This is an optimization exercise on Yosys and OpenROAD, whose aim is small area, not a production implementation. The RTL was checked by simulation tests, not by an equivalence proof against the original design. Power is estimated from default activity; no workload was simulated.

`design.v`:
```
module mux #(parameter DATA_LENGTH = 8) (in1, in2, out, sel);
input  wire [DATA_LENGTH-1:0] in1;
input  wire [DATA_LENGTH-1:0] in2;
input  wire 				  sel;
output wire [DATA_LENGTH-1:0] out;
assign out =  sel? in1 : in2;
endmodule
module Incrementor  #(parameter WORD_LENGTH=32)(in,en,out);
input [WORD_LENGTH-1:0] in;
input en;
output [WORD_LENGTH-1:0] out;
assign out = (en)? in + 1 :in;
endmodule
module stackAdder(stack_op,push_pop,in,out);
input push_pop,stack_op;
input [31:0]in;
output reg [31:0]out;
always@(*) begin
	if(stack_op && push_pop)  
		out = in - 1;
	else if(stack_op && !push_pop)  
		out = in + 1;
	else
		out = in;	
end
endmodule
module ALU (op1,op2,func,result,inFlags,outFlags);
input [15:0] op1,op2;
input [3:0] func;
output reg [15:0] result;
input wire [4:0] inFlags;
output reg [4:0] outFlags;
always @(*) begin
    outFlags = inFlags;
    case (func)
    4'b0000: begin   
        result = 16'b0;
    end
     4'b0001: begin   
        result = 16'b0;
        outFlags[2] = 1; 
    end
    4'b0010: begin   
        result = 16'b0;
        outFlags[2] = 0; 
    end
    4'b0011: begin   
        result = op1;
    end
    4'b0100: begin   
        result = op2;
    end
    4'b0101: begin   
        result = ~ op1;
        outFlags[0] = 0;
        if(result == 0) begin
            outFlags[0] = 1; 
        end
        outFlags[1] = result[15]; 
    end
    4'b0110: begin   
        {outFlags[2] ,result} = op1 + 16'b0000_0000_0000_0001; 
        outFlags[0] = 0;
        if(result == 0) begin
            outFlags[0] = 1; 
        end
        outFlags[1] = result[15]; 
    end
    4'b0111: begin   
        {outFlags[2] ,result} = op1 - 16'b0000_0000_0000_0001; 
        outFlags[0] = 0;
        if(result == 0) begin
            outFlags[0] = 1; 
        end
        outFlags[1] = result[15]; 
    end
    4'b1000: begin   
        {outFlags[2] ,result} = op1 + op2 ; 
        outFlags[0] = 0;
        if(result == 0) begin
            outFlags[0] = 1; 
        end
        outFlags[1] = result[15]; 
    end
    4'b1001: begin   
        result = 16'b0;
        {outFlags[2] ,result} = op2 - op1 ; 
        outFlags[0] = 0;
        if(result == 0) begin
            outFlags[0] = 1; 
        end
        outFlags[1] = result[15]; 
    end
    4'b1010: begin  
        result = op1 & op2;
        outFlags[0] = 0;
        if(result == 0) begin
            outFlags[0] = 1; 
        end
        outFlags[1] = result[15]; 
    end
    4'b1011: begin   
        result = op1 | op2;
        outFlags[0] = 0;
        if(result == 0) begin
            outFlags[0] = 1; 
        end
        outFlags[1] = result[15]; 
    end
    4'b1100: begin    
        {outFlags[2],result} = {1'b0,op2} << op1;
        outFlags[0] = 0;
        if(result == 0) begin
            outFlags[0] = 1; 
        end
        outFlags[1] = result[15]; 
    end
    4'b1101: begin    
        {result,outFlags[2]} = {op2,1'b0} >> op1;
        outFlags[0] = 0;
        if(result == 0) begin
            outFlags[0] = 1; 
        end
        outFlags[1] = result[15]; 
    end
        default: 
            result = 16'b0;
    endcase
end
endmodule
module CU(opcode,int_flag,branch,data_read,data_write,DMR,DMW,IOE,IOR,IOW,stack_operation,push_pop,pass_immediate,write_sp,alu_function,rti,ret,call,branch_type);
	parameter NOP_OP = 9'b0;
	parameter SETC_OP = 9'b1;
	parameter CLRC_OP = 9'b10;
	parameter NOT_OP = 9'b001_000000;
	parameter INC_OP = 9'b001_000001;
	parameter DEC_OP = 9'b001_000010;
	parameter OUT_OP = 9'b001_000011;
	parameter IN_OP = 9'b001_000100;
	parameter MOV_OP = 9'b010_000000;
	parameter ADD_OP = 9'b010_000001;
	parameter SUB_OP = 9'b010_000010;
	parameter AND_OP = 9'b010_000011;
	parameter OR_OP = 9'b010_000100;
	parameter SHL_OP = 9'b010_000101;
	parameter SHR_OP = 9'b010_000110;
	parameter SHL_IMM_OP = 9'b010_000111;
	parameter SHR_IMM_OP = 9'b010_001000;
	parameter MOVI_OP = 9'b010_001001;
	parameter ADDI_OP = 9'b010_001010;
	parameter SUBI_OP = 9'b010_001011;
	parameter ANDI_OP = 9'b010_001100;
	parameter ORI_OP = 9'b010_001101;
	parameter PUSH_OP = 9'b011_000000;
	parameter POP_OP = 9'b011_000001;
	parameter LDM_OP = 9'b011_000010;
	parameter LDD_OP = 9'b011_000011;
	parameter STD_OP = 9'b011_000100;
	parameter JZ_OP = 9'b100_000000;
	parameter JN_OP = 9'b100_000001;
	parameter JC_OP = 9'b100_000010;
	parameter JMP_OP = 9'b100_000100;
	parameter JMPI_OP = 9'b100_000101;
	parameter CALL_OP = 9'b100_000110;
	parameter RET_OP = 9'b100_001000;
	parameter RTI_OP = 9'b100_001010;
	parameter NOP_ALU = 4'b0;
	parameter SETC_ALU = 4'b1;
	parameter CLRC_ALU = 4'b10;
	parameter NOT_ALU = 4'b0101;
	parameter INC_ALU = 4'b0110;
	parameter DEC_ALU = 4'b0111;
	parameter OUT_ALU = 4'b0011;  
	parameter IN_ALU = 4'b0000;
	parameter MOV_ALU = 4'b0011;
	parameter ADD_ALU = 4'b1000;
	parameter SUB_ALU = 4'b1001;
	parameter AND_ALU = 4'b1010;
	parameter OR_ALU = 4'b1011;
	parameter SHL_ALU = 4'b1100;
	parameter SHR_ALU = 4'b1101;
	parameter SHL_IMM_ALU = 4'b1100;
	parameter SHR_IMM_ALU = 4'b1101;
	parameter MOVI_ALU = 4'b0011;
	parameter ADDI_ALU = 4'b1000;
	parameter SUBI_ALU = 4'b1001;
	parameter ANDI_ALU = 4'b1010;
	parameter ORI_ALU = 4'b1011;
	parameter PUSH_ALU = 4'b0100;  
	parameter POP_ALU = 4'b0000;
	parameter LDM_ALU = 4'b0011;
	parameter LDD_ALU = 4'b0011;
	parameter STD_ALU = 4'b0011;
	parameter JZ_ALU = 4'b0100;  
	parameter JN_ALU = 4'b0100;  
	parameter JC_ALU = 4'b0100;  
	parameter JMP_ALU = 4'b0100;  
	parameter JMPI_ALU = 9'b0011;
	parameter CALL_ALU = 4'b0100;
	parameter RET_ALU = 4'b0000;
	parameter RTI_ALU = 4'b0000;
	input [8:0] opcode;
	input int_flag;
	output reg branch;
	output reg data_read;
	output reg data_write;
	output reg DMR;
	output reg DMW;
	output reg IOE;
	output reg IOR;
	output reg IOW;
	output reg stack_operation;
	output reg push_pop;
	output reg pass_immediate;
	output reg write_sp;
	output reg [3:0] alu_function;
	output reg rti;
	output reg ret;
	output reg call;
	output reg [1:0]branch_type;
	always @(*) begin
		branch = 0;
		data_read = 0;
	 	data_write = 0;
		DMR = 0;
		DMW = 0;
		IOE = 0;
		IOR = 0;
		IOW = 0;
	 	stack_operation = 0;
	 	push_pop = 0;
		pass_immediate = 0;
		write_sp = 0;
	 	alu_function = 0;
		rti = 0;
		ret = 0;
		call = 0;
		branch_type = 0;
		case(opcode)
			NOP_OP: begin
				alu_function = NOP_ALU;
			end
			SETC_OP: begin
				alu_function = SETC_ALU;
			end 
			CLRC_OP: begin
				alu_function = CLRC_ALU;
			end
			NOT_OP: begin
				alu_function = NOT_ALU;
				data_read = 1;
				data_write = 1;
			end 
 			INC_OP: begin
				alu_function = INC_ALU;
				data_read = 1;
				data_write = 1;
			end
			DEC_OP: begin
				alu_function = DEC_ALU;
				data_read = 1;
				data_write = 1;
			end 
			OUT_OP: begin
				alu_function = OUT_ALU;
				data_read = 1;
				IOE = 1;
				IOW = 1;
			end
			IN_OP: begin
				alu_function = IN_ALU;
				data_write = 1;
				IOE = 1;
				IOR = 1;
			end 
			MOV_OP: begin
				alu_function = MOV_ALU;
				data_read = 1;
				data_write = 1;
			end
			ADD_OP: begin
				alu_function = ADD_ALU;
				data_read = 1;
				data_write = 1;
			end 
			SUB_OP: begin
				alu_function = SUB_ALU;
				data_read = 1;
				data_write = 1;
			end
			AND_OP: begin
				alu_function = AND_ALU;
				data_read = 1;
				data_write = 1;
			end 
 			OR_OP: begin
				alu_function = OR_ALU;
				data_read = 1;
				data_write = 1;
			end
			SHL_OP: begin
				alu_function = SHL_ALU;
				data_read = 1;
				data_write = 1;
			end 
			SHR_OP: begin
				alu_function = SHR_ALU;
				data_read = 1;
				data_write = 1;
			end
			SHL_IMM_OP: begin
				alu_function = SHL_ALU;
				data_read = 1;
				data_write = 1;
				pass_immediate = 1;	
			end 
			SHR_IMM_OP: begin
				alu_function = SHR_ALU;
				data_read = 1;
				data_write = 1;
				pass_immediate = 1;
			end
			PUSH_OP: begin
				alu_function = PUSH_ALU;
				data_read = 1;
				DMW = 1;
				stack_operation = 1;
				push_pop = 1;
				write_sp = 1;
			end
			POP_OP: begin
				alu_function = POP_ALU;
				data_write = 1;
				DMR = 1;
				stack_operation = 1;
				write_sp = 1;
			end 
 			LDM_OP: begin
				alu_function = LDM_ALU;
				data_write = 1;
				DMR = 1;
				pass_immediate = 1;
			end
			LDD_OP: begin
				alu_function = LDD_ALU;
				data_read = 1;
				data_write = 1;
				DMR = 1;
			end 
			STD_OP: begin
				alu_function = STD_ALU;
				data_read = 1;
				DMW = 1;
			end
			JZ_OP: begin
				alu_function = JZ_ALU;
				branch = 1;
				data_read = 1;
				branch_type = 2'b00;
			end 
 			JN_OP: begin
				alu_function = JN_ALU;
				branch = 1;
				data_read = 1;
				branch_type = 2'b01;
			end
			JC_OP: begin
				alu_function = JC_ALU;
				branch = 1;
				data_read = 1;
				branch_type = 2'b10;
			end 
			JMP_OP: begin
				alu_function = JMP_ALU;
				branch = 1;
				branch_type = 2'b11;
			end
 			CALL_OP: begin
				alu_function = CALL_ALU;
				call = 1;
			end 
			RET_OP: begin
				alu_function = RET_ALU;
				ret = 1;
			end
			RTI_OP: begin
				alu_function = RTI_ALU;
				rti = 1;
			end
			JMPI_OP: begin
				alu_function = JMPI_ALU;
				branch = 1;
				branch_type = 2'b11;
				pass_immediate = 1;
			end
			MOVI_OP: begin
				alu_function = MOVI_ALU;
				data_read = 1;
				data_write = 1;
				pass_immediate = 1;
			end
			ADDI_OP: begin
				alu_function = ADDI_ALU;
				data_read = 1;
				data_write = 1;
				pass_immediate = 1;
			end
			SUBI_OP: begin
				alu_function = SUBI_ALU;
				data_read = 1;
				data_write = 1;
				pass_immediate = 1;
			end
			ANDI_OP: begin
				alu_function = ANDI_ALU;
				data_read = 1;
				data_write = 1;
				pass_immediate = 1;
			end
 			ORI_OP: begin
				alu_function = ORI_ALU;
				data_read = 1;
				data_write = 1;
				pass_immediate = 1;
			end
		endcase
	end		
endmodule
module BranchUnit (CCR,branch,jmp_type,is_taken);
input [3:0] CCR;
input branch;
input [1:0] jmp_type;
output reg is_taken;
always @ (*) begin
    is_taken =1'b0;
    if(branch) begin
        case (jmp_type)
        2'b00: begin  
            if( CCR[0] == 1'b1 ) begin
                is_taken = 1'b1;
            end
        end
        2'b01: begin  
            if( CCR[1] == 1'b1) begin
                is_taken = 1'b1;
            end
        end
        2'b10: begin  
            if(CCR[2]== 1'b1 ) begin
                is_taken = 1'b1;
            end
        end
        2'b11: begin  
            is_taken = 1'b1;
        end
        default: 
            is_taken = 1'b0;
        endcase
    end
end
endmodule
module regFile #(parameter REG_SIZE=16 , CCR_SIZE=16,parameter REG_NUMBER=8) (Data_write1,sp_write , Src1,Src2 , read_sp, read_pc ,read_ccr
,write_sp_data , write_pc_data , write_ccr , write_data1 , clk,rst , Opd1_Add , Opd2_Add , write_addr1 ,en);
input Data_write1,sp_write,clk,rst;
input [2:0] Opd2_Add;
input [3:0] Opd1_Add,write_addr1;
input [REG_SIZE-1:0] write_data1;
input [31:0] write_sp_data,write_pc_data;
input [CCR_SIZE-1 : 0] write_ccr;
input en;
output   [REG_SIZE-1:0] Src1,Src2;
output  [31:0] read_sp,read_pc;
output [CCR_SIZE-1 : 0] read_ccr;
reg [REG_SIZE-1:0] general_regester[0:(REG_NUMBER-1)];
reg [REG_SIZE-1:0] pc_low_reg, pc_high_reg, ccr_reg;
reg [31:0] SP ;
wire wb_pc_low  = Data_write1 && (write_addr1 == REG_NUMBER);
wire wb_pc_high = Data_write1 && (write_addr1 == REG_NUMBER+1);
wire wb_ccr     = Data_write1 && (write_addr1 == REG_NUMBER+2);
wire [REG_SIZE-1:0] pc_low_value  = wb_pc_low  ? write_data1 : pc_low_reg;
wire [REG_SIZE-1:0] pc_high_value = wb_pc_high ? write_data1 : pc_high_reg;
wire [REG_SIZE-1:0] ccr_value     = wb_ccr     ? write_data1 : ccr_reg;
reg [REG_SIZE-1:0] Src1_value;
always @(*) begin
	if (Opd1_Add < REG_NUMBER)
		Src1_value = general_regester[Opd1_Add[2:0]];
	else if (Opd1_Add == REG_NUMBER)
		Src1_value = pc_low_value;
	else if (Opd1_Add == REG_NUMBER+1)
		Src1_value = pc_high_value;
	else if (Opd1_Add == REG_NUMBER+2)
		Src1_value = ccr_value;
	else
		Src1_value = 0;
end
assign Src1 = Src1_value;
assign Src2 = general_regester[Opd2_Add];
assign read_sp = SP;
assign read_pc[31:16]= pc_high_value;
assign read_pc[15:0]= pc_low_value;
assign read_ccr=ccr_value[CCR_SIZE-1:0];
integer i;
always @ (negedge clk)begin
	if (rst == 0) begin
		for(i=0;i<REG_NUMBER;i=i+1)begin
			general_regester[i]<=0;
		end
		SP <= 4095;
	end 
	else begin
		if(Data_write1 == 1'b1 && write_addr1 < REG_NUMBER)begin 
			general_regester[write_addr1[2:0]]<= write_data1;
		end
		if( sp_write == 1)begin
			SP<=write_sp_data;
		end
	end
end
always @(posedge clk) begin
	if (rst == 0) begin
		pc_low_reg <= 32;
		pc_high_reg <= 0;
		ccr_reg <= 0;
	end 
	else begin
		ccr_reg <= write_ccr;
		pc_low_reg <= write_pc_data[15:0];
		pc_high_reg <= write_pc_data[31:16];
	end
end
endmodule
module FD_pipeline_register (IR_Reg_IN, IR_Reg_OUT, clk, reset,en);
input [15:0] IR_Reg_IN;
output [15:0] IR_Reg_OUT;
input clk;
input reset;
input en;
reg [15:0] FD_PIPELINE_REG;
assign IR_Reg_OUT = (en)? FD_PIPELINE_REG:0;
always @(posedge clk)
    begin
        if (!reset)
            begin
                FD_PIPELINE_REG <= 15;
            end
        else
            begin
                if(en)
                    FD_PIPELINE_REG <= IR_Reg_IN;
            end
    end
endmodule
module DE_pipeline_register #(parameter NUMBER_CONTROL_SIGNALS = 16) (control_sinals_IN, control_sinals_OUT, 
                             reg_dst_num_IN, reg_dst_num_OUT,
                             reg_dst_value_IN, reg_dst_value_OUT,
                             reg_src_1_num_IN, reg_src_1_num_OUT,
                             reg_src_1_value_IN, reg_src_1_value_OUT,
                             reg_src_2_num_IN, reg_src_2_num_OUT,
                             reg_src_2_value_IN, reg_src_2_value_OUT,
                             address_IN, address_OUT,
                             SP_value_IN, SP_value_OUT,
                             immediate_IN,immediate_OUT,
                             clk, reset,en);
input [20:0] control_sinals_IN;
output [20:0] control_sinals_OUT;
reg [20:0] control_sinals_REG;
input [3:0] reg_dst_num_IN;
output [3:0] reg_dst_num_OUT;
reg [3:0] reg_dst_num_REG;
input [15:0] reg_dst_value_IN;
output [15:0] reg_dst_value_OUT;
reg [15:0] reg_dst_value_REG;
input [2:0] reg_src_1_num_IN;
output [2:0] reg_src_1_num_OUT;
reg [2:0] reg_src_1_num_REG;
input [15:0] reg_src_1_value_IN;
output [15:0] reg_src_1_value_OUT;
reg [15:0] reg_src_1_value_REG;
input [3:0] reg_src_2_num_IN;
output [3:0] reg_src_2_num_OUT;
reg [3:0] reg_src_2_num_REG;
input [15:0] reg_src_2_value_IN;
output [15:0] reg_src_2_value_OUT;
reg [15:0] reg_src_2_value_REG;
input [15:0] address_IN;
output [15:0] address_OUT;
reg [15:0] address_REG;
input [31:0] SP_value_IN;
output [31:0] SP_value_OUT;
reg [31:0] SP_value_REG;
input [15:0] immediate_IN;
output [15:0] immediate_OUT;
reg [15:0] immediate_REG;
input clk;
input reset;
input en;
assign control_sinals_OUT = (en)? control_sinals_REG:0;
assign reg_dst_num_OUT = (en)? reg_dst_num_REG:0;
assign reg_dst_value_OUT = (en)? reg_dst_value_REG:0;
assign reg_src_1_num_OUT = (en)? reg_src_1_num_REG:0;
assign reg_src_1_value_OUT =(en)?  reg_src_1_value_REG:0;
assign reg_src_2_num_OUT = (en)? reg_src_2_num_REG:0;
assign reg_src_2_value_OUT = (en)? reg_src_2_value_REG:0;
assign address_OUT = (en)? address_REG:0;
assign SP_value_OUT = (en)? SP_value_REG:0;
assign immediate_OUT = (en)? immediate_REG:0;
always @(posedge clk)
    begin
        if (!reset)
            begin
                control_sinals_REG <= 0;
                reg_dst_num_REG <= 15;
                reg_dst_value_REG <= 0;
                reg_src_1_num_REG <= 0;
                reg_src_1_value_REG <= 0;
                reg_src_2_num_REG <= 15;
                reg_src_2_value_REG <= 0;
                address_REG <= 0;
                SP_value_REG <= 0;
                immediate_REG <= 0;
            end
        else
            begin
                if(en) begin
                    control_sinals_REG <= control_sinals_IN;
                    reg_dst_num_REG <= reg_dst_num_IN;
                    reg_dst_value_REG <= reg_dst_value_IN;
                    reg_src_1_num_REG <= reg_src_1_num_IN;
                    reg_src_1_value_REG <= reg_src_1_value_IN;
                    reg_src_2_num_REG <= reg_src_2_num_IN;
                    reg_src_2_value_REG <= reg_src_2_value_IN;
                    address_REG <= address_IN;
                    SP_value_REG <= SP_value_IN;
                    immediate_REG <= immediate_IN;
                end
            end
    end
endmodule
module EM_pipeline_register #(parameter NUMBER_CONTROL_SIGNALS = 16) (control_sinals_IN, control_sinals_OUT,
                             result_IN, result_OUT,
                             address_IN, address_OUT,
                             reg_dst_num_IN, reg_dst_num_OUT,
                             reg_dst_value_IN, reg_dst_value_OUT,
                             sp_Reg_IN, sp_Reg_OUT,
                             CCR_Reg_IN,CCR_Reg_OUT,
                             clk, reset);
input [20:0] control_sinals_IN;
output [20:0] control_sinals_OUT;
reg [20:0] control_sinals_REG;
input [15:0] result_IN;
output [15:0] result_OUT;
reg [15:0] result_REG;
input [15:0] address_IN;
output [15:0] address_OUT;
reg [15:0] address_REG;
input [3:0] reg_dst_num_IN;
output [3:0] reg_dst_num_OUT;
reg [3:0] reg_dst_num_REG;
input [15:0] reg_dst_value_IN;
output [15:0] reg_dst_value_OUT;
reg [15:0] reg_dst_value_REG;
input [31:0] sp_Reg_IN;
output [31:0] sp_Reg_OUT;
reg [31:0] sp_Reg_REG;
input [4:0] CCR_Reg_IN;
output [4:0] CCR_Reg_OUT;
reg [4:0] CCR_Reg_REG;
input clk;
input reset;
assign control_sinals_OUT = control_sinals_REG;
assign result_OUT = result_REG;
assign address_OUT = address_REG;
assign reg_dst_num_OUT = reg_dst_num_REG;
assign reg_dst_value_OUT = reg_dst_value_REG;
assign sp_Reg_OUT = sp_Reg_REG;
assign CCR_Reg_OUT = CCR_Reg_REG;
always @(posedge clk)
    begin
        if (!reset)
            begin
                control_sinals_REG <= 0;
                result_REG <= 0;
                address_REG <= 0;
                reg_dst_num_REG <= 0;
                reg_dst_value_REG <= 0;
                sp_Reg_REG <= 0;
                CCR_Reg_REG <= 0;
            end
        else
            begin
                control_sinals_REG <= control_sinals_IN;
                result_REG <= result_IN;
                address_REG <= address_IN;
                reg_dst_num_REG <= reg_dst_num_IN;
                reg_dst_value_REG <= reg_dst_value_IN;
                sp_Reg_REG <= sp_Reg_IN;
                CCR_Reg_REG <= CCR_Reg_IN;
            end
    end
endmodule
module MW_pipeline_register #(parameter NUMBER_CONTROL_SIGNALS = 16) (control_sinals_IN, control_sinals_OUT,
                             result_IN, result_OUT,
                             reg_dst_num_IN, reg_dst_num_OUT,
                             reg_dst_value_IN, reg_dst_value_OUT,
                             sp_Reg_IN, sp_Reg_OUT,
                             clk, reset);
input [20:0] control_sinals_IN;
output [20:0] control_sinals_OUT;
reg [20:0] control_sinals_REG;
input [15:0] result_IN;
output [15:0] result_OUT;
reg [15:0] result_REG;
input [3:0] reg_dst_num_IN;
output [3:0] reg_dst_num_OUT;
reg [3:0] reg_dst_num_REG;
input [15:0] reg_dst_value_IN;
output [15:0] reg_dst_value_OUT;
reg [15:0] reg_dst_value_REG;
input [31:0] sp_Reg_IN;
output [31:0] sp_Reg_OUT;
reg [31:0] sp_Reg_REG;
input clk;
input reset;
assign control_sinals_OUT = control_sinals_REG;
assign result_OUT = result_REG;
assign reg_dst_num_OUT = reg_dst_num_REG;
assign reg_dst_value_OUT = reg_dst_value_REG;
assign sp_Reg_OUT = sp_Reg_REG;
always @(posedge clk)
    begin
        if (!reset)
            begin
                control_sinals_REG <= 0;
                result_REG <= 0;
                reg_dst_num_REG <= 0;
                reg_dst_value_REG <= 0;
                sp_Reg_REG <= 0;
            end
        else
            begin
                control_sinals_REG <= control_sinals_IN;
                result_REG <= result_IN;
                reg_dst_num_REG <= reg_dst_num_IN;
                reg_dst_value_REG <= reg_dst_value_IN;
                sp_Reg_REG <= sp_Reg_IN;
            end
    end
endmodule
module Full_FU(Current_Src_1_NUM,
                  Current_Src_2_NUM,
                  Old_Dst_1_NUM, Old_Dst_1_VALUE,
                  Old_Dst_2_NUM, Old_Dst_2_VALUE,
                  Actual_Src_1_VALUE,
                  Actual_Src_2_VALUE,
                  M2R1, M2R2,
                  enable, clk,
                  forwardSrc1,forwardSrc2);
input [2:0] Current_Src_1_NUM;
input [3:0] Current_Src_2_NUM, Old_Dst_1_NUM, Old_Dst_2_NUM;
input [15:0] Old_Dst_1_VALUE, Old_Dst_2_VALUE;
output reg [15:0] Actual_Src_1_VALUE, Actual_Src_2_VALUE;
output reg forwardSrc1,forwardSrc2;
input M2R1, M2R2;
input enable, clk;
always @ (*)
    begin
        forwardSrc1 = 1'b0;
        forwardSrc2 = 1'b0;
        if (enable == 1)
            begin
                Actual_Src_1_VALUE = 16'b0;
                Actual_Src_2_VALUE = 16'b0;
                if (Old_Dst_2_NUM == Current_Src_1_NUM)
                    begin
                        Actual_Src_1_VALUE = Old_Dst_2_VALUE;
                        forwardSrc1  =1'b1;
                    end
                if (Old_Dst_2_NUM == Current_Src_2_NUM)  
                    begin
                        Actual_Src_2_VALUE = Old_Dst_2_VALUE;
                        forwardSrc2  =1'b1;
                    end
                if (Old_Dst_1_NUM == Current_Src_1_NUM)
                    begin
                        Actual_Src_1_VALUE = Old_Dst_1_VALUE;
                        forwardSrc1  =1'b1;
                    end
                if (Old_Dst_1_NUM == Current_Src_2_NUM)  
                    begin
                        Actual_Src_2_VALUE = Old_Dst_1_VALUE;
                        forwardSrc2  =1'b1;
                    end
            end
        else
            begin
                Actual_Src_1_VALUE = 16'b0;
                Actual_Src_2_VALUE = 16'b0;
            end
    end
endmodule
module HDU(
    Old_Dst_NUM,
    Current_Src_NUM,
    DMR,
    enable,
    clk,
    Stall
);
input [3:0] Old_Dst_NUM;
input [3:0] Current_Src_NUM;
input DMR, enable, clk;
output reg Stall;
always @(negedge clk) 
    begin
        if (enable == 1'b1)
            begin
                if (DMR == 1'b1)
                    begin
                        if (Current_Src_NUM == Old_Dst_NUM)
                            begin
                                Stall <= 1'b1;
                            end
                        else
                            begin
                                Stall <= 1'b0;
                            end
                    end
                else
                    begin
                        Stall <= 1'b0;
                    end
            end
        else
            begin
                Stall <= 1'b0;
            end
    end
endmodule
module IO(Result, PORTIN, PORTOUT, IN, IOR, IOW, IOE, reset, clk);
input [15:0] Result;
input [15:0] PORTIN;
input IOE, IOR, IOW;
input reset, clk;
output [15:0] PORTOUT;
output [15:0] IN;
reg [15:0] PORTIN_DATA;
reg [15:0] PORTOUT_DATA;
assign IN = PORTIN_DATA;
assign PORTOUT = PORTOUT_DATA;
always @(negedge clk) 
    begin
        if (!reset)
            begin
                PORTIN_DATA <= 16'b0;
                PORTOUT_DATA <= 16'b0;
            end
        else
            begin
                if (IOE & IOR)
                    begin
                        PORTIN_DATA <= PORTIN;
                    end
                if (IOE & IOW)
                    begin
                        PORTOUT_DATA <= Result;
                    end
            end
    end
endmodule
module call_fsm(reset,call,clk,rdst_value,out,pc,stall,change_pc_call);
parameter IDLE = 3'd0;
parameter PUSH_PC_LOW = 3'd1;
parameter PUSH_PC_HIGH = 3'd2;
parameter STALL = 3'd3;
parameter CHANGE_PC_CALL = 3'd4;
parameter PUSH_PC_LOW_OP = 16'b0110000000001000;
parameter PUSH_PC_HIGH_OP = 16'b0110000000001001;
input call,clk,reset;
input [15:0]rdst_value;
output reg [15:0]out;
output stall;
output [31:0]pc;
output change_pc_call;
reg [2:0]current_state;
reg [15:0]rdst_reg;
assign pc = {16'b0,rdst_reg};
assign stall = (current_state != IDLE);
assign change_pc_call = (current_state == CHANGE_PC_CALL);
always @(*) begin
	case (current_state)
		PUSH_PC_HIGH: out = PUSH_PC_HIGH_OP;
		STALL: out = 16'b0;
		CHANGE_PC_CALL: out = 16'b0;
		default: out = PUSH_PC_LOW_OP;
	endcase
end
always @(posedge clk) begin
	if(!reset)begin 
		current_state <= IDLE;
		rdst_reg <= 0;
	end
	else begin
		if(call)
			rdst_reg <= rdst_value;
		case (current_state)
			IDLE: if (call) current_state <= PUSH_PC_LOW;
			PUSH_PC_LOW: current_state <= PUSH_PC_HIGH;
			PUSH_PC_HIGH: current_state <= STALL;
			STALL: current_state <= CHANGE_PC_CALL;
			default: current_state <= IDLE;
		endcase
	end
end
endmodule
module ret_fsm(reset,ret,clk,out,stall);
parameter IDLE = 3'd0;
parameter POP_PC_HIGH = 3'd1;
parameter POP_PC_LOW = 3'd2;
parameter NOP_STATE_1 = 3'd3; 
parameter NOP_STATE_2 = 3'd4; 
parameter NOP_STATE_3 = 3'd5; 
parameter NOP_STATE_4 = 3'd6; 
parameter POP_PC_HIGH_OP = 16'b0110000010001001;
parameter POP_PC_LOW_OP = 16'b0110000010001000;
input ret,clk,reset;
output reg [15:0]out;
output stall;
reg [2:0]current_state;
assign stall = (current_state != IDLE);
always @(*) begin
	case (current_state)
		IDLE: out = POP_PC_HIGH_OP;
		POP_PC_HIGH: out = POP_PC_HIGH_OP;
		POP_PC_LOW: out = POP_PC_LOW_OP;
		default: out = 16'b0;
	endcase
end
always @(posedge clk) begin
	if(!reset)
		current_state <= IDLE;
	else begin
		case (current_state)
			IDLE: if (ret) current_state <= POP_PC_HIGH;
			POP_PC_HIGH: current_state <= POP_PC_LOW;
			POP_PC_LOW: current_state <= NOP_STATE_1;
			NOP_STATE_1: current_state <= NOP_STATE_2;
			NOP_STATE_2: current_state <= NOP_STATE_3;
			NOP_STATE_3: current_state <= NOP_STATE_4;
			default: current_state <= IDLE;
		endcase
	end
end
endmodule
module rti_fsm(reset,rti,clk,out,stall);
parameter IDLE = 3'd0;
parameter POP_PC_HIGH = 3'd1;
parameter POP_PC_LOW = 3'd2;
parameter POP_CCR = 3'd3;
parameter NOP_STATE_1 = 3'd4; 
parameter NOP_STATE_2 = 3'd5; 
parameter NOP_STATE_3 = 3'd6; 
parameter NOP_STATE_4 = 3'd7; 
parameter POP_PC_HIGH_OP = 16'b0110000010001001;
parameter POP_PC_LOW_OP = 16'b0110000010001000;
parameter POP_CCR_OP = 16'b0110000010001010;
input rti,clk,reset;
output reg [15:0]out;
output stall;
reg [2:0]current_state;
assign stall = (current_state != IDLE);
always @(*) begin
	case (current_state)
		IDLE: out = POP_PC_HIGH_OP;
		POP_PC_HIGH: out = POP_PC_HIGH_OP;
		POP_PC_LOW: out = POP_PC_LOW_OP;
		POP_CCR: out = POP_CCR_OP;
		default: out = 16'b0;
	endcase
end
always @(posedge clk) begin
	if(!reset)
		current_state <= IDLE;
	else begin
		if (current_state == IDLE) begin
			if (rti) current_state <= POP_PC_HIGH;
		end
		else
			current_state <= current_state + 3'd1;
	end
end
endmodule
module ICU(int_flag, ack, pc_stop, instruction, PC_VALUE, clk, enable, reset, pc_change);
localparam NUM_STATES = 6;
localparam IDLE_STATE = 3'd0;
localparam STALL_1_STATE = 3'd1;
localparam PUSH_CCR_STATE = 3'd2;
localparam PUSH_PCL_STATE = 3'd3;
localparam PUSH_PCH_STATE = 3'd4;
localparam PC_CHANGE_STATE = 3'd5;
localparam NOP_OP = 16'b0000000000000000;
localparam PUSH_CCR_OP = 16'b0110000000001010;
localparam PUSH_PCL_OP = 16'b0110000000001000;
localparam PUSH_PCH_OP = 16'b0110000000001001;
input int_flag;
output reg ack;
output reg pc_stop;
output reg [15:0] instruction;
output reg [31:0] PC_VALUE;
output reg pc_change;
input clk, enable, reset;
reg int_flag_signal;
reg ack_reg;     
reg [2:0] state_reg;
reg [2:0] state_next;
always @(posedge clk)
    begin
        if (enable == 1)
            begin
                int_flag_signal <= int_flag;
                if (reset == 0)
                    begin
                        state_reg <= IDLE_STATE;
                        ack_reg <= 1'b0;
                    end
                else
                    begin
                        state_reg <= state_next;
                        ack_reg <= ack;
                    end
            end
        else
            begin
                state_reg <= IDLE_STATE;
                int_flag_signal <= 0;
                ack_reg <= 1'b0;
            end        
    end
always @(*)
    begin
        ack = 1'b0;
        pc_stop = 1'b1;
        instruction = NOP_OP;
        PC_VALUE = 32'b0;
        pc_change = 1'b0;
        state_next = IDLE_STATE;
        case (state_reg)
            IDLE_STATE:
                begin
                    pc_stop = 1'b0;
                    if ((int_flag_signal == 1) && (ack_reg == 0))        
                        begin
                            pc_stop = 1;
                            state_next = STALL_1_STATE;
                        end
                    else if ((int_flag_signal == 1) && (ack_reg == 1))   
                        begin
                            ack = 1'b1;
                        end
                end
            STALL_1_STATE:
                begin
                    state_next = PUSH_CCR_STATE;
                end
            PUSH_CCR_STATE:
                begin
                    instruction = PUSH_CCR_OP;
                    state_next = PUSH_PCL_STATE;
                end
            PUSH_PCL_STATE:
                begin
                    instruction = PUSH_PCL_OP;
                    state_next = PUSH_PCH_STATE;
                end
            PUSH_PCH_STATE:
                begin
                    instruction = PUSH_PCH_OP;
                    state_next = PC_CHANGE_STATE;
                end
            PC_CHANGE_STATE:
                begin
                    ack = 1'b1;
                    pc_change = 1'b1;
                end
            default:
                begin
                    pc_stop = 1'b0;
                end
        endcase
    end
endmodule
module Processor (clk,reset,portIn,portOut,int_flag,ack,
                  imem_addr,imem_data,
                  dmem_addr,dmem_wdata,dmem_we,dmem_re,dmem_rdata);
input clk,reset,int_flag;
output ack;
input [15:0]portIn;
output [15:0]portOut;
output [20:0] imem_addr;
input  [15:0] imem_data;
output [11:0] dmem_addr;
output [15:0] dmem_wdata;
output dmem_we;
output dmem_re;
input  [15:0] dmem_rdata;
wire [31:0] PC_in,PC_out,PC_branch;
wire [15:0] IR_in;
wire [15:0] IR_out;
wire [8:0] opcode;
wire [15:0] address_IN;
wire [31:0] SP_value_in;
wire [2:0] Opd2_Add;
wire [3:0] Opd1_Add,write_addr1;
wire [15:0] write_data1;
wire [31:0] write_pc_data;
wire [4:0]  write_ccr,write_back_ccr;
wire [15:0] Src1,Src2,final_Src;
wire [31:0] read_pc;
wire [4:0] read_ccr;
wire branch;
wire data_read;
wire data_write;
wire DMR;
wire DMW;
wire IOE;
wire IOR;
wire IOW;
wire stack_operation;
wire push_pop;
wire pass_immediate;
wire write_sp;
wire [3:0] alu_function;
wire rti;
wire ret;
wire call;
wire [1:0]branch_type;
wire [20:0] control_signals_IN,control_signals_OUT;
wire [15:0]call_fsm_instruction,IR_in_call;
wire [31:0]call_pc,PC_call;
wire call_stall,change_pc_call;
wire [15:0]ret_fsm_instruction;
wire ret_stall;
wire [15:0]IR_in_ret;
wire int_flag,int_pc_stop,int_change_pc;
wire [15:0]int_instruction,IR_in_int;
wire [31:0]int_pc,PC_int;
wire rti_stall;
wire [15:0]rti_instruction;
wire [15:0] IR_in_rti;
wire loadUseStall;
wire [3:0] reg_dst_num_OUT;
wire [15:0] reg_dst_value_OUT;
wire [2:0] reg_src_1_num_OUT;
wire [15:0] reg_src_1_value_OUT;
wire [3:0] reg_src_2_num_OUT;
wire [15:0] reg_src_2_value_OUT;
wire [15:0] address_OUT;
wire [15:0] alu_address;
wire [15:0] decode_address;
wire [15:0] memory_address;
wire [15:0] final_memory_address;
wire [15:0] immediate_shift;
wire [31:0] SP_value_OUT;
wire [31:0] SP_address;
wire [31:0] SP_corrected_address;
wire forwardSrc1,forwardSrc2;
wire [15:0] Actual_Src_1_VALUE,Actual_Src_2_VALUE;
wire [15:0] forwardSrc1_VALUE,forwardSrc2_VALUE;
wire [15:0] result;
wire branch_taken;
wire [20:0] control_signals_OUT_Data;
wire [15:0] result_OUT_Data;
wire [15:0] address_OUT_Data;
wire [3:0] reg_dst_num_OUT_Data;
wire [15:0] reg_dst_value_OUT_Data;
wire [31:0] sp_Reg_OUT_Data;
wire memory_enable;
wire [15:0] MDR_out;
wire [15:0] write_back_output;
wire write_back_enable;
wire [20:0] control_signals_OUT_WB;
wire [15:0] result_OUT_WB;
wire [3:0] reg_dst_num_OUT_WB;
wire [15:0] reg_dst_value_OUT_WB;
wire [31:0] sp_Reg_OUT_WB;
wire [15:0] in;
wire [15:0] write_back_output_IO;
assign imem_addr = PC_in[20:0];
assign IR_in = imem_data;
Incrementor  #(32) PC_INC(.in(PC_in),.en(!loadUseStall & !call_stall & !call & !ret_stall & !ret & !int_pc_stop & !rti & !rti_stall),.out(PC_out));
mux #(16) callMux (.in1(call_fsm_instruction),.in2(IR_in), .out(IR_in_call), .sel(call_stall) );
mux #(16) retMux (.in1(ret_fsm_instruction),.in2(IR_in_call), .out(IR_in_ret), .sel(ret_stall) );
mux #(16) intMux (.in1(int_instruction),.in2(IR_in_ret), .out(IR_in_int), .sel(int_pc_stop) );
mux #(16) rtiMux (.in1(rti_instruction),.in2(IR_in_int), .out(IR_in_rti), .sel(rti_stall) );
FD_pipeline_register FD_pipe (IR_in_rti, IR_out, clk, reset & !branch_taken & !call & !ret & !rti & !pass_immediate,!loadUseStall);
assign opcode[8:0] = IR_out[15:7];
CU  ControlUnit (opcode,1'b0,branch,data_read,data_write,DMR,DMW,IOE,IOR,IOW,stack_operation,push_pop,pass_immediate,write_sp,alu_function,rti,ret,call,branch_type);
assign Opd1_Add =  IR_out[3:0];     
assign Opd2_Add =  IR_out[6:4];     
regFile #(16,5,8) registers (.Data_write1(control_signals_OUT_WB[13]),.sp_write(control_signals_OUT[4]),
     .Src1(Src1),.Src2(Src2),.read_sp(SP_value_in),.read_pc(PC_in),.read_ccr(read_ccr),
     .write_sp_data(SP_address) , .write_pc_data(PC_int) , .write_ccr(write_ccr),.write_data1(result_OUT_WB),
      .clk(clk),.rst(reset),.Opd1_Add(Opd1_Add),.Opd2_Add(Opd2_Add),.write_addr1(reg_dst_num_OUT_WB),.en(loadUseStall));
assign control_signals_IN = {rti,ret,call,branch_type,branch,data_read,data_write,DMR,DMW,IOE,IOR,IOW,stack_operation,push_pop,pass_immediate,write_sp,alu_function};
DE_pipeline_register #(16) DE_pipe ( .control_sinals_IN(control_signals_IN), .control_sinals_OUT(control_signals_OUT), 
                             .reg_dst_num_IN(Opd1_Add), .reg_dst_num_OUT(reg_dst_num_OUT),
                             .reg_dst_value_IN(Src1), .reg_dst_value_OUT(reg_dst_value_OUT),
                             .reg_src_1_num_IN(Opd2_Add), .reg_src_1_num_OUT(reg_src_1_num_OUT),
                             .reg_src_1_value_IN(Src2), .reg_src_1_value_OUT(reg_src_1_value_OUT),
                             .reg_src_2_num_IN(Opd1_Add), .reg_src_2_num_OUT(reg_src_2_num_OUT),
                             .reg_src_2_value_IN(Src1), .reg_src_2_value_OUT(reg_src_2_value_OUT),
                             .address_IN(IR_in), .address_OUT(address_OUT),
                             .SP_value_IN(SP_value_in),.SP_value_OUT(SP_value_OUT),
                             .immediate_IN(IR_in),.immediate_OUT(immediate_shift) ,
                             .clk(clk), .reset(reset & !branch_taken),.en(!loadUseStall));
mux #(16) forwardSrc1Mux (.in1(Actual_Src_1_VALUE),.in2(reg_src_1_value_OUT), .out(forwardSrc1_VALUE), .sel(forwardSrc1) );
mux #(16) forwardSrc2Mux (.in1(Actual_Src_2_VALUE),.in2(reg_src_2_value_OUT), .out(forwardSrc2_VALUE), .sel(forwardSrc2) );
mux #(16) imediate_shift(.in1(immediate_shift),.in2(forwardSrc1_VALUE), .out(final_Src), .sel(control_signals_OUT[5]) );
stackAdder SP_Value(.stack_op(control_signals_OUT[7]),.push_pop(control_signals_OUT[6]),.in(SP_value_OUT),.out(SP_address));
mux #(32) SP_mux (.in1(SP_value_OUT),.in2(SP_address), .out(SP_corrected_address), .sel(control_signals_OUT[6]) );
ALU alu( .op1(final_Src), .op2(forwardSrc2_VALUE), .func(control_signals_OUT[3:0]), .result(result),.inFlags(read_ccr) ,.outFlags(write_ccr) );
BranchUnit BU (.CCR(read_ccr[3:0]) ,.branch(control_signals_OUT[15]) ,.jmp_type(control_signals_OUT[17:16]) ,.is_taken(branch_taken) );
mux #(32) branch_mux (.in1({16'b0,result}),.in2(PC_out), .out(PC_branch), .sel(branch_taken) );
mux #(32) call_mux (.in1(call_pc),.in2(PC_branch), .out(PC_call), .sel(change_pc_call) );
mux #(32) int_mux (.in1(int_pc),.in2(PC_call), .out(PC_int), .sel(int_change_pc) );
mux #(16) address_load (.in1(immediate_shift),.in2(reg_src_1_value_OUT), .out(alu_address), .sel(control_signals_OUT[5]) );
EM_pipeline_register #(16) EM_pipe (.control_sinals_IN(control_signals_OUT), .control_sinals_OUT(control_signals_OUT_Data),
                             .result_IN(result), .result_OUT(result_OUT_Data),
                             .address_IN(alu_address), .address_OUT(address_OUT_Data),
                             .reg_dst_num_IN(reg_dst_num_OUT), .reg_dst_num_OUT(reg_dst_num_OUT_Data),
                             .reg_dst_value_IN(forwardSrc2_VALUE), .reg_dst_value_OUT(reg_dst_value_OUT_Data),  
                             .sp_Reg_IN(SP_corrected_address), .sp_Reg_OUT(sp_Reg_OUT_Data),
                             .CCR_Reg_IN(write_ccr),.CCR_Reg_OUT(write_back_ccr),
                             .clk(clk), .reset(reset));
assign memory_enable = control_signals_OUT_Data[11] | control_signals_OUT_Data[12] ;
mux #(16) address_mem (.in1(reg_dst_value_OUT_Data),.in2(address_OUT_Data), .out(memory_address), .sel(control_signals_OUT_Data[11]) );
mux #(16) stack_address_mux (.in1(sp_Reg_OUT_Data[15:0]),.in2(memory_address), .out(final_memory_address), .sel(control_signals_OUT_Data[7]) );
assign dmem_addr = final_memory_address[11:0];
assign dmem_wdata = result_OUT_Data;
assign dmem_we = memory_enable & !control_signals_OUT_Data[12];
assign dmem_re = memory_enable & control_signals_OUT_Data[12];
assign MDR_out = dmem_rdata;
assign write_back_enable = control_signals_OUT_Data[12];
mux #(16) MUX1 (.in1(MDR_out),.in2(result_OUT_Data), .out(write_back_output), .sel(write_back_enable) );
mux #(16) MUX2 (.in1(in),.in2(write_back_output), .out(write_back_output_IO), .sel(control_signals_OUT_Data[9] & control_signals_OUT_Data[10]) );
MW_pipeline_register #(16) MW_pipe(.control_sinals_IN(control_signals_OUT_Data), .control_sinals_OUT(control_signals_OUT_WB),
                             .result_IN(write_back_output_IO), .result_OUT(result_OUT_WB),
                             .reg_dst_num_IN(reg_dst_num_OUT_Data), .reg_dst_num_OUT(reg_dst_num_OUT_WB),
                             .reg_dst_value_IN(reg_dst_value_OUT_Data), .reg_dst_value_OUT(reg_dst_value_OUT_WB),
                             .sp_Reg_IN(sp_Reg_OUT_Data), .sp_Reg_OUT(sp_Reg_OUT_WB),
                             .clk(clk), .reset(reset));
Full_FU FU (.Current_Src_1_NUM(reg_src_1_num_OUT),.Current_Src_2_NUM(reg_src_2_num_OUT),
            .Old_Dst_1_NUM(reg_dst_num_OUT_Data), .Old_Dst_1_VALUE(write_back_output_IO),
            .Old_Dst_2_NUM(reg_dst_num_OUT_WB), .Old_Dst_2_VALUE(result_OUT_WB),
            .Actual_Src_1_VALUE(Actual_Src_1_VALUE),
            .Actual_Src_2_VALUE(Actual_Src_2_VALUE),
            .M2R1(control_signals_OUT_Data[12]), .M2R2(control_signals_OUT_WB[12]),
            .enable(1'b1), .clk(clk),
            .forwardSrc1(forwardSrc1),.forwardSrc2(forwardSrc2));
HDU load_use_stall(
    .Old_Dst_NUM(Opd1_Add),
    .Current_Src_NUM(reg_dst_num_OUT),
    .DMR(control_signals_OUT[12] | control_signals_OUT[9]),
    .enable(1'b1),
    .clk(clk),
    .Stall(loadUseStall)
);
IO io(.Result(result_OUT_Data),
    .PORTIN(portIn),
    .PORTOUT(portOut),
    .IN(in),
    .IOR(control_signals_OUT_Data[9]),
    .IOW(control_signals_OUT_Data[8]),
    .IOE(control_signals_OUT_Data[10]),
    .reset(reset),
    .clk(clk));
call_fsm callFsm(.reset(reset),
    .call(call),
    .clk(clk),
    .rdst_value(Src1),
    .out(call_fsm_instruction),
    .pc(call_pc),
    .stall(call_stall),
    .change_pc_call(change_pc_call));
ret_fsm retFsm(.reset(reset),
               .ret(ret),
               .clk(clk),
               .out(ret_fsm_instruction),
               .stall(ret_stall));
ICU icu(.int_flag(int_flag), 
    .ack(ack), 
    .pc_stop(int_pc_stop), 
    .instruction(int_instruction), 
    .PC_VALUE(int_pc), 
    .clk(clk), 
    .enable(1'b1), 
    .reset(reset),
    .pc_change(int_change_pc));
rti_fsm rtiFsm(.reset(reset),
        .rti(rti),
        .clk(clk),
        .out(rti_instruction),
        .stall(rti_stall));
endmodule
```
`run.sh`:
```
#!/bin/bash
# synth_recipe.tcl (not shown) runs the flow's synth.tcl, then flattens the netlist and writes it again
# the make line also repeats each setting of config.mk as NAME=value (left out here)
make -C /OpenROAD-flow-scripts/flow DESIGN_CONFIG=/design/flow/config.mk WORK_HOME=/design/flow/orfs CLKGATE_MAP_FILE= SYNTH_SCRIPT=/design/flow/synth_recipe.tcl finish
```
`config.mk`:
```
export PLATFORM = sky130hd
export DESIGN_NAME = Processor
export DESIGN_NICKNAME = Processor
export VERILOG_FILES = /design/flow/design.v
export SDC_FILE = /design/flow/constraint.sdc
export NUM_CORES = 4
export LEC_CHECK = 0
export CAP_MARGIN = 20
export CORE_MARGIN = 2
export CORE_UTILIZATION = 40
export SLEW_MARGIN = 20
```
`constraint.sdc`:
```
create_clock -name core_clock -period 12.0 [get_ports {clk}]
set_input_delay 2.4000 -clock core_clock [delete_from_list [all_inputs] [get_ports {clk}]]
set_output_delay 2.4000 -clock core_clock [all_outputs]
set_load 0.01 [all_outputs]
```
==> flow_summary.ini <==
[grt]
grtUsageTotal_pct = 33.2
overflow = 0
grt_pass1_vias = 24600
grt_max_degree = 55
grt_antenna_before_repair = 0
grt_pass1_wl_mm = 168

[yosys]
synth_top_area_share_pct = 22.1
synthFlopType = dfxtp_1
syn_area_sq_um = 26700
netlist_top_cells_area = dfxtp_1 22%, edfxtp_1 14%, mux2i_1 9.3%
ys_async_sr_fraction_pct = 0
ys_ff_latch = 423
synth_nets = 3238
synth.distinct_cells = 103
synthCells = 3125
avgSynthCellArea_sq_um = 8.53
yosysTopAreaCell = dfxtp_1
synth_edf_count = 128
ys_warn_count = 16
ys_seq_area_share_pct = 36.6

[sta]
worstMarginPinSlew_ns = 1.21
setup_tns_ns = 0
setup_viol = 0
hold_viol_final = 0
rsz0062_at_grt = false
slew_viol_final = 0
skew_ns = 0.0643
slew_headroom_pct = 19.3

[detailed_routing]
routed_wl_mm = 117
vias_per_cell = 6.14
dr.pass1.iters = 7
avgRoutedWirePerCell_microns = 27.5
route.detailed.drc = 0
drt_first_iter_violations = 3291
antenna_left = 0
vias = 26100

[clock_tree]
clkTransAtPathRegs_ns = 0.06
insertion_delay_ns = 0.68
cts_max_path_buffers = 3
clock-sinks = 423
ctsHtreeMaxLevel = 2
ctsRootBufferMaster = clkbuf_16
cts_hold_buf = 0
cts_buffers = 50
cts_tree = done
cts_setup_buffers = 0
cts_resized = 0

[finish]
drive_gt1_share_pct = 9.99
regMostFlops = registers.general_regester
postLayoutCoreUtil_pct = 47.4
largest_reg_flops = 128
finalNetCount = 3464
syn_to_final_growth_pct = 17.2

[floorplan]
dieArea_sq_um = 68700
die-height_microns = 262
initial_core_util_pct = 40.5
fp-row-count = 94
io_pins = 119
die_w_microns = 262
coreArea_sq_um = 65900

[place]
post-dp-hpwl_mm = 86.9
routabilityCongestion = 1.01
portBuffers = 118

[power]
vdd_drop_max_mv = 0.129
power_leakage_nw = 12.3
power.density_nw_per_um2 = 166

[worst_setup_path]
cp.required_ns = 12.50
crit_path_end_kind = flip-flop
arrival_ns = 12.17
worstPathMaxFanout = 29
critPathLaunchType = flip-flop
path_class = flip-flop to flip-flop

[min_path]
min_path_type = flip-flop to flip-flop

[job]
maxCapViolations = 0

[run_status]
outcome = finished clean
==> worst paths after layout <==
check | from | to | slack [ns] | cells past startpoint
worst max-delay path | load_use_stall.Stall | registers.pc_low_reg[14] | 0.32 | 21
worst max register to register | load_use_stall.Stall | registers.pc_low_reg[14] | 0.32 | 21
worst min-delay path | io.PORTOUT_DATA[0] | io.PORTOUT_DATA[0] | 0.45 | 2
worst min register to register | io.PORTOUT_DATA[0] | io.PORTOUT_DATA[0] | 0.45 | 2
==> layout by cell type (no fill, tap or decap), types with 21 or more instances in the layout <==
master,Yosys,layout
nor2_1,367,366
nand2_1,298,297
dfxtp_1,295,291
inv_1,80,254
mux2i_1,249,249
a21oi_1,230,229
and2_1,163,163
buf_4,8,129
edfxtp_1,128,128
clkdlybuf4s50_1,0,117
o21ai_0,96,90
xnor2_1,83,83
nand3_1,68,68
nor3_1,68,67
ha_1,60,60
a22oi_1,55,55
clkbuf_16,0,51
a211oi_1,47,46
mux2_2,42,42
a221oi_1,36,36
o211ai_1,30,30
nand4_1,28,28
nor2b_1,33,27
nand2b_1,26,25
a31oi_1,24,24
and3_1,21,21
==> cell usage after synthesis (all sizes together) (25+ instances only) <==
master / count
a211oi: 49
a21oi: 231
a221oi: 36
a22oi: 56
a31oi: 25
and2: 164
buf: 66
clkbuf: 181
dfxtp: 295
edfxtp: 128
ha: 60
inv: 86
mux2: 43
mux2i: 251
nand2: 300
nand2b: 26
nand3: 69
nand4: 29
nor2: 367
nor2b: 33
nor3: 73
o211ai: 30
o21ai: 109
xnor2: 83
==> per-layer routing <==
layer / routed length [microns] / global-route usage, %
met5: 0 / 0
met4: 3320 / 9.97
met1: 51900 / 46.8
met3: 11700 / 7.69
met2: 50200 / 50.4
==> metrics by stage <==
stage / power [mW] / cell area, sq um / instances / hold WS [ns] / setup WS [ns]
finish: 5.17 / 31200 / 4258 / 0.450 / 0.325
global route: 5.38 / 31200 / 4257 / 0.462 / 0.0182
CTS: 5.12 / 31200 / 4256 / 0.450 / 0.359
detailed placement: 3.42 / 28900 / 3990 / 0.423 / 0.396
global placement: 3.44 / 28900 / 3989 / 0.438 / 0.446
floorplan: 2.76 / 26700 / 3125 / 0.412 / 0.733
==> worst max-delay path, cell delays in order, from the launching register on <==
cell and delay [ns]:
dfxtp_4 0.45, or4_4 0.59, a21oi_2 0.53, o311ai_1 0.23, and2_1 0.23, inv_2 0.08, ha_1 0.18, inv_1 0.07
fa_1 0.47, nor2b_1 0.17, o21a_1 0.19, o21ai_0 0.16, a21oi_1 0.13, o21ai_0 0.15, a21boi_0 0.22, o31a_1 0.34
o41ai_1 0.45, xnor2_1 0.21, nor2_1 0.08, nor3_1 0.35, buf_4 0.19, a211oi_1 0.06
==> final cells by class <==
type,count,area (sq um)
sequential,423,9760
timing repair buffer,249,2160
clock buffer,59,1350
multi-input combinational,2364,15600
inverter,90,340
clock inverter,208,953
fill,6382,34600
tap,864,1080
antenna,1,2.50
==> report_power, final <==
part	switching [mW]	leakage [nW]	internal, mW
combinational	1.14	6.86	0.581
clock	0.835	1.74	0.953
sequential	0.112	3.73	1.56
==> cells by family (layout without fill, tap and decap cells) <==
family	count (synthesis)	count (layout)	synth area share, %
xor+xnor	102	102	3.35
mux	311	311	12.7
simple gates	1166	1166	21.1
other cells	0	1	0
buf+inv	338	606	5.11
fa+ha+maj	62	62	2.97
flops	423	423	36.6
compound gates	723	723	18.2
